From an optimization exercise on the open Yosys and OpenROAD flow, aimed at small area; shortcuts taken in it are not production practice. Only simulation tests tie the RTL to the original design; equivalence was not proved. No activity file was given, so power comes from the tool's default toggle rates.

run A:
Design VectorAccumulate, start of the top module:
module VectorAccumulate #(
    parameter vector_length = 7,
    parameter data_width = 16
) (
    input wire clk,
    input wire [vector_length*data_width-1: 0] vector_in,
    output wire [data_width+$clog2(vector_length)-1: 0] vector_sum
);
reg [28:0] r1;
reg [20:0] r2;
reg [18:0] r3;
wire n1 = vector_in[0] ^ vector_in[16] ^ vector_in[32];
wire n2 = (vector_in[0] & vector_in[16]) | (vector_in[0] & vector_in[32]) | (vector_in[16] & vector_in[32]);
wire n3 = vector_in[48] ^ vector_in[64] ^ vector_in[80];
wire n4 = (vector_in[48] & vector_in[64]) | (vector_in[48] & vector_in[80]) | (vector_in[64] & vector_in[80]);
wire n5 = vector_in[96] ^ n1 ^ n3;
wire n6 = (vector_in[96] & n1) | (vector_in[96] & n3) | (n1 & n3);
wire n7 = vector_in[1] ^ vector_in[17] ^ vector_in[33];
wire n8 = (vector_in[1] & vector_in[17]) | (vector_in[1] & vector_in[33]) | (vector_in[17] & vector_in[33]);
  ...
Size in the first run: roughly 170 cells after synthesis, ~69 flip-flops.
export LEC_CHECK = 0
export CAP_MARGIN = 20
export CORE_MARGIN = 2
export CORE_UTILIZATION = 40
export SLEW_MARGIN = 20
create_clock -name core_clock -period 4.0 [get_ports {clk}]
standard.sh (not shown) runs the stock make flow with config.mk's settings and CLKGATE_MAP_FILE= SYNTH_SCRIPT=/design/flow/synth_recipe.tcl, a recipe that flattens the netlist after the stock synthesis.
==> flow/flow/run.sh <==
#!/bin/bash
# The standard layout (standard.sh) with these changes to how it is made:
#  - Yosys's synth runs without its early "abc -fast" pass (-noabc), so that extract_fa
#    finds the design's full and half adders in their plain form and maps them to
#    fa/ha cells without inverters on their pins;
#  - every input and output port still gets a buffer, but a buf_1 rather than the
#    delay-buffer cell buffer_ports picks by default;
#  - clock tree synthesis uses clkbuf_4 buffers and no dummy loads.
# standard.sh's make output goes to standard.log; ORFS writes each step's log under orfs/logs.
set -euo pipefail
export SYNTH_ARGS="-noabc"
export BUFFER_PORTS_ARGS="-buffer_cell sky130_fd_sc_hd__buf_1"
export CTS_ARGS="-sink_clustering_enable -repair_clock_nets -dont_use_dummy_load -buf_list sky130_fd_sc_hd__clkbuf_4 -root_buf sky130_fd_sc_hd__clkbuf_4"
bash standard.sh > standard.log 2>&1
Run A finished end to end and its layout was clean on timing, DRC and antenna.
Input changes introduced in run B (baseline for comparison: run A):
-- flow/flow/run.sh --
<<< run A, line 11
export SYNTH_ARGS="-noabc"
export BUFFER_PORTS_ARGS="-buffer_cell sky130_fd_sc_hd__buf_1"
export CTS_ARGS="-sink_clustering_enable -repair_clock_nets -dont_use_dummy_load -buf_list sky130_fd_sc_hd__clkbuf_4 -root_buf sky130_fd_sc_hd__clkbuf_4"
bash standard.sh > standard.log 2>&1
>>> run B, line 11
export SYNTH_ARGS="-noabc"
export BUFFER_PORTS_ARGS="-buffer_cell sky130_fd_sc_hd__buf_1"
export CTS_ARGS="-repair_clock_nets -dont_use_dummy_load -buf_list sky130_fd_sc_hd__clkbuf_8 -root_buf sky130_fd_sc_hd__clkbuf_8"
bash standard.sh > standard.log 2>&1
==> comparison <==
Wire length of the first global-routing pass: run A and run B compared, higher one is run A
Changes observed in run B relative to run A: final critical-path required period now larger, buffering overhead moved down.
Side by side, setup slack turned out lower in run B than in run A.
Of run A and run B, run A shows the higher highest attainable clock frequency, with run B below it.
Setup changes, run B to run C
- a change of CORE_UTILIZATION from 40 to 60
-- flow/flow/run.sh --
<<< run B, line 11
export SYNTH_ARGS="-noabc"
export BUFFER_PORTS_ARGS="-buffer_cell sky130_fd_sc_hd__buf_1"
export CTS_ARGS="-repair_clock_nets -dont_use_dummy_load -buf_list sky130_fd_sc_hd__clkbuf_8 -root_buf sky130_fd_sc_hd__clkbuf_8"
bash standard.sh > standard.log 2>&1
>>> run C, line 11
export SYNTH_ARGS="-noabc"
export BUFFER_PORTS_ARGS="-buffer_cell sky130_fd_sc_hd__buf_1"
export CTS_ARGS="-sink_clustering_enable -repair_clock_nets -dont_use_dummy_load -buf_list sky130_fd_sc_hd__clkbuf_4 -root_buf sky130_fd_sc_hd__clkbuf_4"
bash standard.sh > standard.log 2>&1
Notes after the runs:
- Run C vs run B, leakage dissipation went down by 1.5%.
- No stage failed in run C, and the final checks on the layout all came back clean.
- Run B has a lower latest clock arrival within the worst-skew pair than run C.
- Number of port buffers: run C vs run B identical
- When run C is set beside run B, its total die area turns out to be 0.0029 mm^2 smaller.
- Changes observed in run C relative to run B: number of standard-cell rows in the floorplan lost 6; total power went down by 4.8%; final weighted congestion in routability-driven placement went down by 1.4%; worst setup slack now sits higher; area of the mapped netlist shows no meaningful change.
- As of run C, post-layout instance area had fallen by a few percent compared to run B.
What run D does differently from run C at the input level:
- CORE_UTILIZATION now 40, was 60
-- flow/flow/run.sh --
<<< run C, line 11
export SYNTH_ARGS="-noabc"
export BUFFER_PORTS_ARGS="-buffer_cell sky130_fd_sc_hd__buf_1"
export CTS_ARGS="-sink_clustering_enable -repair_clock_nets -dont_use_dummy_load -buf_list sky130_fd_sc_hd__clkbuf_4 -root_buf sky130_fd_sc_hd__clkbuf_4"
bash standard.sh > standard.log 2>&1
>>> run D, line 11
export SYNTH_ARGS="-noabc"
export BUFFER_PORTS_ARGS="-buffer_cell sky130_fd_sc_hd__buf_1"
export CTS_ARGS="-sink_clustering_enable -repair_clock_nets -dont_use_dummy_load -buf_list sky130_fd_sc_hd__clkbuf_2 -root_buf sky130_fd_sc_hd__clkbuf_4"
bash standard.sh > standard.log 2>&1
--- outcome ---
Between run C and run D, the flow reports wire length on met1 increasing by a few percent. Run D: final cell area excluding filler cells higher than run C. Global-route total usage across every layer for run D is lower than for run C. Met2 layer usage reported by global route: run D vs run C down 9.6 points. Relative to run C, peak supply drop has decreased by 39% in run D.
Input changes introduced in run E (baseline for comparison: run D):
-- flow/flow/run.sh --
<<< run D, line 11
export SYNTH_ARGS="-noabc"
export BUFFER_PORTS_ARGS="-buffer_cell sky130_fd_sc_hd__buf_1"
export CTS_ARGS="-sink_clustering_enable -repair_clock_nets -dont_use_dummy_load -buf_list sky130_fd_sc_hd__clkbuf_2 -root_buf sky130_fd_sc_hd__clkbuf_4"
bash standard.sh > standard.log 2>&1
>>> run E, line 11
export SYNTH_ARGS="-noabc"
export BUFFER_PORTS_ARGS="-buffer_cell sky130_fd_sc_hd__buf_1"
export CTS_ARGS="-sink_clustering_enable -repair_clock_nets -dont_use_dummy_load -buf_list sky130_fd_sc_hd__clkbuf_16 -root_buf sky130_fd_sc_hd__clkbuf_16 -sink_clustering_size 70 -sink_clustering_max_diameter 500"
bash standard.sh > standard.log 2>&1
Results
As of run E, overall power after layout had risen by more than 10% compared to run D.
Core area came out exactly the same in run E and run D.
Summary of the comparison: layout-stage area growth over the synthesis result is higher in run E, relative to run D.
On part of the cycle the worst path needs: between run E and run D, it ends up lower for run D.
Any difference in global-route usage between run E and run D is small enough to ignore.
On run E: share of the core filled with cells is 1.9 points higher than what run D gave.
Run E improves on run D in wire length reported by the detailed router.
#### Input delta (run F over run E)
-- flow/flow/run.sh --
<<< run E, line 11
export SYNTH_ARGS="-noabc"
export BUFFER_PORTS_ARGS="-buffer_cell sky130_fd_sc_hd__buf_1"
export CTS_ARGS="-sink_clustering_enable -repair_clock_nets -dont_use_dummy_load -buf_list sky130_fd_sc_hd__clkbuf_16 -root_buf sky130_fd_sc_hd__clkbuf_16 -sink_clustering_size 70 -sink_clustering_max_diameter 500"
bash standard.sh > standard.log 2>&1
>>> run F, line 11
export SYNTH_ARGS="-noabc"
export BUFFER_PORTS_ARGS="-buffer_cell sky130_fd_sc_hd__buf_1"
export CTS_ARGS="-sink_clustering_enable -repair_clock_nets -dont_use_dummy_load -buf_list sky130_fd_sc_hd__clkbuf_4 -root_buf sky130_fd_sc_hd__clkbuf_4 -sink_buffer_max_cap_derate 1.0"
bash standard.sh > standard.log 2>&1
## What came out
The clock network latency to the later pin of the worst-skew pair of run F is higher than that of run E. Relative to run E, post-route core utilization has decreased by 1.9 points in run F. The worst hold slack after final layout was comparable across run F and run E. The run with more setup slack is run F; run E has less. Overall power consumption was higher in the run labelled run E. The final reports for run F and run E show routed length on met2 higher in the former.

## re-timing with driven ports
In the flow no input, the clock included, has a driving cell. The finished layouts below were timed again as built, in two steps. Step 1: set_driving_cell puts a clkbuf_16 on clk and a buf_2 on each other input, an assumption about the parent block. Step 2, shift: input delay + t, output delay - t, t = (earliest + latest rising clock arrival at the registers) / 2. This alone moves slack from input paths to output paths. a / b / c = ideal / step 1 / step 2; a / b = the first two.
run	t (ns)	setup slack, ns	hold WS [ns]	slew at the worst register clock pin (ns)
run A	0.392	0.402 / 0.402 / 0.010	0.314 / 0.314 / 0.314	0.10 / 0.10
run B	0.343	0.336 / 0.337 / -0.005	0.314 / 0.314 / 0.314	0.07 / 0.07
run C	0.390	0.363 / 0.365 / -0.024	0.311 / 0.311 / 0.311	0.10 / 0.10
run D	0.392	0.402 / 0.402 / 0.010	0.314 / 0.314 / 0.314	0.10 / 0.10
run E	0.337	0.333 / 0.339 / 0.002	0.314 / 0.314 / 0.314	0.05 / 0.05
run F	0.392	0.402 / 0.402 / 0.010	0.314 / 0.314 / 0.314	0.10 / 0.10
With both steps, setup timing fails in run B and run C, where it was met with ideal ports.
